Source: an optimization exercise on an open RTL-to-GDS flow (aim: small area and a short achievable clock period). Production flows keep margins and buffers that such runs may drop. Where RTL was checked, it was by simulation tests only, not by an equivalence proof against the original. Power is estimated from default activity; no workload was simulated.

// FIR
module FIR #
(
    parameter inbit = 11,
    parameter outbit = 23,
    parameter n=32
)
(
    input rst,
    input clk,
    input wire signed [inbit-1:0] infix,
    output reg signed [outbit-1:0] outfix
);
  wire [10:0] wi = infix ^ 11'h400;
  wire rstn = ~rst;
  reg  [10:0] X;      
  reg  [11:0] U0;   
  reg  [11:0] U1;   
  reg  [11:0] U2;   
  reg  [11:0] U3;   
  reg  [11:0] U4;   
  reg  [11:0] U5;   
  reg  [11:0] U6;   
  reg  [11:0] U7;   
  reg  [11:0] U8;   
  reg  [11:0] U9;   
  reg  [11:0] U10;   
  reg  [11:0] U11;   
  reg  [11:0] U12;   
  reg  [11:0] U13;   
  reg  [11:0] U14;   
  reg  [11:0] U15;   
  reg  [11:0] U16;   
  reg  [11:0] U17;   
  reg  A0_0_0;
  reg  A0_0_1;
  reg  A0_1_0;
  reg  A0_1_1;
  reg  A0_2_0;
  reg  A0_2_1;
  reg  A0_3_0;
  reg  A0_4_0;
  reg  A0_4_1;
  reg  A0_5_0;
  reg  A0_5_1;
  reg  A0_6_0;
  reg  A0_6_1;
  reg  A0_7_0;
  reg  A0_7_1;
  reg  A0_8_0;
  reg  A0_8_1;
  reg  A0_9_0;
  reg  A0_9_1;
  reg  A0_10_0;
  reg  A0_10_1;
  reg  A0_11_0;
  reg  A0_11_1;
  reg  A0_12_0;
  reg  A0_12_1;
  reg  A0_13_0;
  reg  A0_13_1;
  reg  A0_14_0;
  reg  A0_14_1;
  reg  A0_15_0;
  reg  A0_15_1;
  reg  A0_16_0;
  reg  A0_16_1;
  reg  A0_17_0;
  reg  A0_17_1;
  reg  A0_18_0;
  reg  A0_18_1;
  reg  A0_19_0;
  ...
For scale: ~36 I/O pins.
clock: 4.2 ns
lec_check: 0
cap_margin: 20
core_margin: 2
core_utilization: 40
cts_buf_list: sky130_fd_sc_hd__clkbuf_16
cts_cluster_diameter: 100
cts_cluster_size: 25
setup_slack_margin: 2.1
slew_margin: 20
synth_hierarchical: 1
run.sh (not shown) runs the stock make flow with config.mk's settings and CLKGATE_MAP_FILE= SYNTH_SCRIPT=/design/flow/synth_recipe.tcl, a recipe that flattens the netlist after the stock synthesis.
Then changed:
Settings changed: CAP_MARGIN 20 to 0, SLEW_MARGIN 20 to 0.
After rerunning: The new run went through all stages and came out clean. Power is unchanged. Clock skew is unchanged. Critical path depth does not change. Hold slack does not change. Final cell count is unchanged.
Then changed:
Settings changed: CAP_MARGIN 0 to 20, SETUP_SLACK_MARGIN 2.1 to 2.0, SLEW_MARGIN 0 to 20.
=>
- power fell by 1.2%
- clock skew stays flat
- clock power fell by about 2%
- combinational power fell by about 3%
- sequential share of layout area rose by 0.59 points
- synthesized cell count is unchanged

Another version of the RTL of FIR (not shown whole).
For scale: roughly 2400 cells after synthesis, about 710 flip-flops, roughly 36 I/O pins, ~31000 um^2 of cells after synthesis.
export LEC_CHECK = 0
export CAP_MARGIN = 20
export CORE_MARGIN = 2
export CORE_UTILIZATION = 40
export CTS_BUF_LIST = sky130_fd_sc_hd__clkbuf_16
export CTS_CLUSTER_DIAMETER = 100
export CTS_CLUSTER_SIZE = 25
export SETUP_SLACK_MARGIN = 2.1
export SLEW_MARGIN = 20
export SYNTH_HIERARCHICAL = 1
create_clock -name core_clock -period 4.2 [get_ports {clk}]
==> next run, changes <==
- CTS_CLUSTER_DIAMETER: 100 -> 110
- CTS_CLUSTER_SIZE: 25 -> 32
The new run finished with timing, DRC and antenna clean.
Non-clock buffer count goes down by 7.
Routed wire length goes down slightly.
Hold slack improved by 0.0060 ns.
Design area goes down slightly.
Total power goes down by a few percent.
Register-to-register slack stays flat.
==> next run, changes <==
- CTS_CLUSTER_DIAMETER: 110 -> 100
- CTS_CLUSTER_SIZE: 32 -> 25
- SETUP_SLACK_MARGIN: 2.1 -> 2.0
After rerunning: Register-to-register slack loses 0.06 ns; power climbs by 2.3%; worst setup slack loses 0.059 ns; clock power climbs by 12%; combinational power drops by about 1%; global-route usage climbs by 0.15 points; fmax drops by 2.7%; sequential share of layout area drops by 0.18 points; count of clock-buffer cells in the layout climbs by 9; worst hold slack loses 0.0060 ns.
==> next run, changes <==
- CTS_CLUSTER_SIZE: 25 -> 28
- SETUP_SLACK_MARGIN: 2.0 -> 2.1
Area after synthesis does not change.
Clock skew fell by 0.0033 ns.
Routed wire length stays flat.
Clock-buffer cell count fell by 5.
Function was not checked in any run of this note: the RTL went through the layout flow alone.

Another version of the RTL of FIR (not shown whole).
For scale: ~2200 cells after synthesis.
Settings: LEC_CHECK=0, CAP_MARGIN=20, CORE_MARGIN=2, CORE_UTILIZATION=40, CTS_BUF_LIST=sky130_fd_sc_hd__clkbuf_16, CTS_CLUSTER_DIAMETER=100, CTS_CLUSTER_SIZE=25, SETUP_SLACK_MARGIN=2.08, SLEW_MARGIN=20, SYNTH_HIERARCHICAL=1; clock period 4.2 ns.
The baseline went through all stages and came out clean.
Then changed:
- SETUP_SLACK_MARGIN: 2.08 -> 2.05
What happened:
- power is about the same
- cell count goes down by 0.81%
- utilization goes down by 0.35 points
- critical path depth goes down by 1
No functional check of the RTL was part of any run of this note.

FIR, a different RTL version from the one above (not shown whole).
Size in the first run: roughly 660 flip-flops, about 36 I/O pins, ~33,000 um2 of cells after synthesis.
make LEC_CHECK=0 CAP_MARGIN=20 CORE_MARGIN=2 CORE_UTILIZATION=40 SETUP_SLACK_MARGIN=2.1 SLEW_MARGIN=20 finish   # period 4.2 ns
The starting point completed with no timing, DRC or antenna violations.
Edit:
SETUP_SLACK_MARGIN = 1.8   (was 2.1)
=> The changed run went through all stages and came out clean. Power came out lower by a few percent. Wire length decreases by a few percent. Core utilization goes down by 2.6 points. Sequential cell count does not change. Non-clock buffer count drops by 76. Design area drops by a few percent. Critical path depth does not change. Synthesized area does not change.
No functional check of the RTL was part of any run of this note.

Setup of tundra:
Another version of the RTL of FIR (not shown whole).
For scale: ~0.031 mm^2 of cells after synthesis.
export LEC_CHECK = 0
export CAP_MARGIN = 20
export CORE_MARGIN = 2
export CORE_UTILIZATION = 60
export CTS_BUF_LIST = sky130_fd_sc_hd__clkbuf_16
export CTS_CLUSTER_DIAMETER = 100
export CTS_CLUSTER_SIZE = 25
export PLACE_DENSITY = 0.75
export SETUP_SLACK_MARGIN = 2.1
export SLEW_MARGIN = 20
export SYNTH_HIERARCHICAL = 1
create_clock -name core_clock -period 4.2 [get_ports {clk}]
Setup changes, tundra to onyx
--- a/flow/config.mk
+++ b/flow/config.mk
@@ -9,3 +9,3 @@
 export CORE_MARGIN = 2
-export CORE_UTILIZATION = 60
+export CORE_UTILIZATION = 40
 export CTS_BUF_LIST = sky130_fd_sc_hd__clkbuf_16
@@ -13,3 +13,2 @@
 export CTS_CLUSTER_SIZE = 25
-export PLACE_DENSITY = 0.75
 export SETUP_SLACK_MARGIN = 2.1
Results
- onyx ends up with lower number of cells on the critical path than tundra does.
- Compared with tundra, onyx shows a post-detailed-placement half-perimeter wirelength that is about 3% higher.
- Per the comparison of onyx with tundra, sequential power held; die outline area went up about 50%; count of clock-net buffers in the final layout went up about 3%; number of antenna violations at the first check in global routing went down 1.
- onyx consumes more power than tundra does.
- Cmp onyx vs tundra: utilization lower in onyx
#### Input delta (violet over onyx)
--- a/flow/config.mk
+++ b/flow/config.mk
@@ -10,5 +10,4 @@
 export CORE_UTILIZATION = 40
-export CTS_BUF_LIST = sky130_fd_sc_hd__clkbuf_16
-export CTS_CLUSTER_DIAMETER = 100
-export CTS_CLUSTER_SIZE = 25
+export CTS_BUF_LIST = sky130_fd_sc_hd__clkbuf_8
+export CTS_CLUSTER_SIZE = 16
 export SETUP_SLACK_MARGIN = 2.1
### Flow results
- Global-route usage ended up 0.44 points higher on violet than on onyx.
- On area taken by flip-flops and latches, onyx and violet are neck and neck.
- Compared with onyx, violet degrades cell area.
- Measured against onyx, the count of clock-buffer cells in the layout of violet comes out at 4.2 times the reference value.
- End of the critical path: A3_10_1$_DFF_P_ -> onyx, A10_8_1$_DFF_P_ -> violet
- Endpoint arrival time on the critical path for violet: 0.12 ns up relative to onyx

Another version of the RTL of FIR (not shown whole).
For scale: ~2400 cells after synthesis, roughly 36 I/O pins, about 31000 sq um of cells after synthesis.
==> flow/config.mk <==
export PLATFORM = sky130hd
export DESIGN_NAME = FIR
export DESIGN_NICKNAME = FIR
export VERILOG_FILES = /design/flow/design.v
export SDC_FILE = /design/flow/constraint.sdc
export NUM_CORES = 4
export LEC_CHECK = 0
export CAP_MARGIN = 20
export CORE_MARGIN = 2
export CORE_UTILIZATION = 40
export SETUP_SLACK_MARGIN = 2.1
export SLEW_MARGIN = 20
export SYNTH_HIERARCHICAL = 1
==> flow/constraint.sdc <==
create_clock -name core_clock -period 4.2 [get_ports {clk}]
set_input_delay 0.8400 -clock core_clock [delete_from_list [all_inputs] [get_ports {clk}]]
set_output_delay 0.8400 -clock core_clock [all_outputs]
set_load 0.01 [all_outputs]
==> next run, changes <==
- SETUP_SLACK_MARGIN: 2.1 -> 2.3
Outcome: Power came out higher by 1.3%. Setup slack is about the same. Final area goes up by 4.2%.
No run of this note included a check of the RTL's function; only the layout flow was run.

== trial 77 ==
FIR with an RTL version that a note above also has.
Size in the first run: ~2400 cells after synthesis, about 36 I/O pins, about 31000 µm² of cells after synthesis.
Settings: LEC_CHECK=0, CAP_MARGIN=20, CORE_MARGIN=2, CORE_UTILIZATION=40, SETUP_SLACK_MARGIN=2.1, SLEW_MARGIN=20, SYNTH_HIERARCHICAL=1; clock period 4.2 ns.
Trial 77 finished all stages; the layout is clean.
### trial 77 -> trial 48
Settings: putting PLACE_DENSITY at 0.75 where nothing was set; swapping 40 for 60 in CORE_UTILIZATION.
Notes after the runs:
- Fraction of power consumed by combinational cells up 0.7 points in trial 48 wrt trial 77
- Taking trial 77 as the reference, in trial 48 total chip power went down; clock-buffer cell count went down; cell count after placement went down; clock latency on the worst-skew pair did not really move.
- Measured against each other, trial 48 and trial 77 differ in worst-case setup margin in the final layout, the lower figure coming from trial 77.
- In the flow results for trial 48 and trial 77, the period utilization is smaller on trial 48.
- Re initial antenna violation count: trial 48 is 1 up on trial 77.
- Trial 48 ended with more number of buffers added for setup after CTS than trial 77.
- From trial 77 to trial 48 the numbers moved as follows: part of the power in the clock network fell 1.5 points; number of inserted diodes rose 1.

FIR, a different RTL version from the one above (not shown whole).
For scale: about 2500 cells after synthesis, about 710 flip-flops, roughly 36 I/O pins, roughly 32000 µm² of cells after synthesis.
Settings: LEC_CHECK=0, CAP_MARGIN=20, CORE_MARGIN=2, CORE_UTILIZATION=40, SETUP_SLACK_MARGIN=2.0, SLEW_MARGIN=20, SYNTH_HIERARCHICAL=1; clock period 4.2 ns.
Change:
TNS_END_PERCENT = 10   (was unset)
Total power fell by 0.94%.
Cell area fell by 0.73%.
Clock-buffer cell count fell by 3.

FIR with an RTL version that a note above also has.
Size: ~710 flip-flops, ~36 I/O pins.
Design FIR, start of the top module:
module FIR #
(
    parameter inbit = 11,
    parameter outbit = 23,
    parameter n=32
)
(
    input rst,
    input clk,
    input wire signed [inbit-1:0] infix,
    output reg signed [outbit-1:0] outfix
);
clock: 4.2 ns
lec_check: 0
cap_margin: 20
core_margin: 2
core_utilization: 40
cts_buf_list: sky130_fd_sc_hd__clkbuf_16
cts_cluster_diameter: 100
cts_cluster_size: 25
setup_slack_margin: 1.9
slew_margin: 20
synth_hierarchical: 1
Then changed:
- CTS_CLUSTER_SIZE: 25 -> 28
- SETUP_SLACK_MARGIN: 1.9 -> 2.1
=>
- The new run ran to the end with no violations
- fmax rises by 5.8%
- setup slack gets better by 0.12 ns
- sequential power is about the same
- power went down by about 1.2%
- synthesized area does not change
- worst hold slack barely changes
- utilization is higher by 0.73 points
- die area does not change
- cell area is higher by about 1.7%
Then changed:
- CTS_CLUSTER_SIZE: 28 -> 25
- SETUP_SLACK_MARGIN: 2.1 -> 2.05
The changed run completed without violations.
Total power increases by 1.2%.
Sequential cell count is unchanged.
Routed wire length hardly moves.
Final area went down by 0.82%.
Clock-buffer cell count is higher by 5.
Then changed:
- CTS_CLUSTER_SIZE: 25 -> 28
What happened:
- count of clock-buffer cells in the layout went down by 5
- worst setup slack degrades by 0.024 ns
- area after synthesis stays the same
- final cell count hardly moves
- total power decreases by 1.0%
- final area is about the same
- synthesized cell count is unchanged

Setup of before:
FIR, a different RTL version from the one above (not shown whole).
Size: about 2300 cells after synthesis.
Design FIR, start of the top module:
module FIR #
(
    parameter inbit = 11,
    parameter outbit = 23,
    parameter n=32
)
(
    input rst,
    input clk,
    input wire signed [inbit-1:0] infix,
    output reg signed [outbit-1:0] outfix
);
  wire [10:0] wi = infix ^ 11'h400;
  wire rstn = ~rst;
  reg  [10:0] X;      
  reg  [11:0] U0;   
  reg  [11:0] U1;   
  reg  [11:0] U2;   
  reg  [11:0] U3;   
  reg  [11:0] U4;   
  reg  [11:0] U5;   
  reg  [11:0] U6;   
  reg  [11:0] U7;   
  reg  [11:0] U8;   
  reg  [11:0] U9;   
  reg  [11:0] U10;   
  reg  [11:0] U11;   
  reg  [11:0] U12;   
  reg  [11:0] U13;   
  reg  [11:0] U14;   
  reg  [11:0] U15;   
  reg  [11:0] U16;   
  reg  [11:0] U17;   
  reg  A0_0_0;
  reg  A0_0_1;
  reg  A0_1_0;
  reg  A0_1_1;
  reg  A0_2_0;
  reg  A0_2_1;
  reg  A0_3_0;
  reg  A0_4_0;
  reg  A0_4_1;
  reg  A0_5_0;
  reg  A0_5_1;
  reg  A0_6_0;
  reg  A0_6_1;
  reg  A0_7_0;
  reg  A0_7_1;
  reg  A0_8_0;
  reg  A0_8_1;
  reg  A0_9_0;
  reg  A0_9_1;
  reg  A0_10_0;
  reg  A0_10_1;
  reg  A0_11_0;
  reg  A0_11_1;
  reg  A0_12_0;
  reg  A0_12_1;
  reg  A0_13_0;
  reg  A0_13_1;
  reg  A0_14_0;
  reg  A0_14_1;
  reg  A0_15_0;
  reg  A0_15_1;
  reg  A0_16_0;
  reg  A0_16_1;
  reg  A0_17_0;
  reg  A0_17_1;
  reg  A0_18_0;
  reg  A0_18_1;
  reg  A0_19_0;
  reg  A0_19_1;
  reg  A1_0_0;
  reg  A1_1_0;
  reg  A1_1_1;
  reg  A1_2_0;
  reg  A1_3_0;
  reg  A1_3_1;
  reg  A1_4_0;
  ...
Settings: LEC_CHECK=0, CAP_MARGIN=20, CORE_MARGIN=2, CORE_UTILIZATION=40, SETUP_SLACK_MARGIN=2.1, SLEW_MARGIN=20, SYNTH_HIERARCHICAL=1; clock period 4.2 ns.
### before -> after
Settings: changing SETUP_SLACK_MARGIN from 2.1 to 2.2.
--- outcome ---
Both conditions hold for after: the flow ran to the end and the final layout passed the timing, design-rule and antenna checks. after vs. before: length of routed wiring on met1 flat; overall power after layout went up. [compare] base=before new=after: detail-routed via count per cell held; pin count of the biggest net entering global routing went down 18; slew at the pin closest to its max-slew limit went down 0.25 ns; critical path depth went up 5. Max final area across before and after: after.
Function was not checked in any run of this note: the RTL went through the layout flow alone.

FIR, a different RTL version from the one above (not shown whole).
Size in the first run: roughly 2800 cells after synthesis, ~670 flip-flops, ~36 I/O pins.
clock: 4.2 ns
lec_check: 0
cap_margin: 20
core_margin: 2
core_utilization: 40
slew_margin: 20
The baseline finished clean.
Rerun with:
--- a/flow/config.mk
+++ b/flow/config.mk
@@ -10,0 +11 @@
+export SETUP_SLACK_MARGIN = 1.8
What happened: Critical path depth increases by 4. Wire length increases by 13%. Global-route usage increases by 1.6 points. Total power increases by 4.2%. Worst setup slack improves by 0.51 ns. Sequential share of layout area decreases by 3.3 points. Cell area increases by about 10%. Utilization increases by 4.7 points. Clock-buffer cell count decreases by 5. Via count increases by 5.3%. Combinational power increases by about 25%.
Rerun with:
--- a/flow/config.mk
+++ b/flow/config.mk
@@ -11 +11 @@
-export SETUP_SLACK_MARGIN = 1.8
+export SETUP_SLACK_MARGIN = 2.1
Result: The new run finished with timing, DRC and antenna clean. Count of clock-buffer cells in the layout grows by 4. Critical path depth is lower by 1. Cell count climbs by 0.92%. Combinational power increases by 15%. Worst hold slack got worse by 0.0079 ns. Setup slack stays flat. Cell area increases by 3.5%. Register-to-register slack hardly moves. Synthesized area is unchanged.
Function was not checked in any run of this note: the RTL went through the layout flow alone.

[re-timing with driven ports]
No port has a modelled driver above. Below, the same layouts with a new extraction and two added sets of constraints. Step 1 (the two cells are an assumption about what drives the block):
set clk [get_ports {clk}]
set_driving_cell -lib_cell sky130_fd_sc_hd__clkbuf_16 $clk
set_driving_cell -lib_cell sky130_fd_sc_hd__buf_2 [delete_from_list [all_inputs] $clk]
Step 2 times the ports against the registers' clock, not the clock port: input delays grow and output delays shrink by t, the midpoint of the rising clock arrivals with the driver on. a / b / c = no drivers / after step 1 / after step 2; a / b = the first two.
| run | t, ns | setup slack, ns | hold WS [ns] | worst setup path at the end | pins driven straight from the clock port |
|---|---|---|---|---|---|
| the first run of note 1 | 0.633 | 2.091 / 2.090 / 1.560 | 0.367 / 0.367 / 0.367 | input to register | 1 |
| the second run of note 1 | 0.633 | 2.091 / 2.090 / 1.560 | 0.367 / 0.367 / 0.367 | input to register | 1 |
| the third run of note 1 | 0.632 | 2.058 / 2.058 / 1.562 | 0.372 / 0.372 / 0.372 | input to register | 1 |
| the first run of note 2 | 0.631 | 2.080 / 2.080 / 1.592 | 0.368 / 0.368 / 0.368 | input to register | 1 |
| the second run of note 2 | 0.668 | 2.081 / 2.081 / 1.555 | 0.374 / 0.374 / 0.374 | input to register | 1 |
| the third run of note 2 | 0.636 | 2.022 / 2.022 / 1.452 | 0.368 / 0.368 / 0.368 | input to register | 1 |
| the fourth run of note 2 | 0.692 | 2.080 / 2.080 / 1.499 | 0.372 / 0.372 / 0.372 | input to register | 1 |
| the first run of note 3 | 0.677 | 2.070 / 2.070 / 1.509 | 0.371 / 0.371 / 0.371 | input to register | 1 |
| the second run of note 3 | 0.679 | 2.085 / 2.071 / 1.557 | 0.370 / 0.370 / 0.370 | input to register | 1 |
| the first run of note 4 | 0.660 | 1.630 / 1.630 / 1.105 | 0.366 / 0.366 / 0.366 | input to register | 1 |
| the second run of note 4 | 0.648 | 1.617 / 1.617 / 1.205 | 0.368 / 0.368 / 0.368 | input to register | 1 |
| tundra | 0.629 | 2.011 / 2.011 / 1.518 | 0.362 / 0.362 / 0.362 | input to register | 1 |
| onyx | 0.633 | 2.071 / 2.071 / 1.547 | 0.371 / 0.371 / 0.371 | input to register | 1 |
| violet | 0.760 | 2.069 / 2.069 / 1.364 | 0.363 / 0.360 / 0.363 | input to register | 1 |
| the first run of note 6 | 0.674 | 2.042 / 2.042 / 1.416 | 0.363 / 0.363 / 0.363 | input to register | 1 |
| the second run of note 6 | 0.669 | 2.045 / 2.045 / 1.505 | 0.362 / 0.362 / 0.362 | input to register | 1 |
| trial 77 | 0.678 | 2.060 / 2.060 / 1.459 | 0.364 / 0.364 / 0.364 | input to register | 1 |
| trial 48 | 0.659 | 2.076 / 2.076 / 1.492 | 0.361 / 0.361 / 0.361 | input to register | 1 |
| the first run of note 8 | 0.669 | 1.919 / 1.919 / 1.434 | 0.392 / 0.392 / 0.392 | input to register | 1 |
| the second run of note 8 | 0.658 | 1.839 / 1.829 / 1.268 | 0.392 / 0.392 / 0.392 | input to register | 1 |
| the first run of note 9 | 0.632 | 1.965 / 1.965 / 1.403 | 0.372 / 0.372 / 0.372 | input to register | 1 |
| the second run of note 9 | 0.656 | 2.087 / 2.087 / 1.539 | 0.371 / 0.371 / 0.371 | input to register | 1 |
| the third run of note 9 | 0.633 | 2.095 / 2.083 / 1.561 | 0.373 / 0.373 / 0.373 | input to register | 1 |
| the fourth run of note 9 | 0.667 | 2.071 / 2.071 / 1.559 | 0.375 / 0.375 / 0.375 | input to register | 1 |
| before | 0.657 | 2.016 / 2.016 / 1.392 | 0.363 / 0.363 / 0.363 | input to register | 1 |
| after | 0.663 | 2.009 / 2.009 / 1.408 | 0.362 / 0.362 / 0.362 | input to register | 1 |
| the first run of note 11 | 0.655 | 1.027 / 1.027 / 0.700 | 0.373 / 0.373 / 0.373 | input to register | 1 |
| the second run of note 11 | 0.649 | 1.538 / 1.538 / 1.133 | 0.371 / 0.371 / 0.371 | input to register | 1 |
| the third run of note 11 | 0.660 | 1.537 / 1.537 / 1.130 | 0.363 / 0.363 / 0.363 | input to register | 1 |
After both steps every run listed still meets setup and hold. For violet, which loses most, drivers alone change the setup slack by 0.000 ns; drivers and shift together by -0.705 ns.
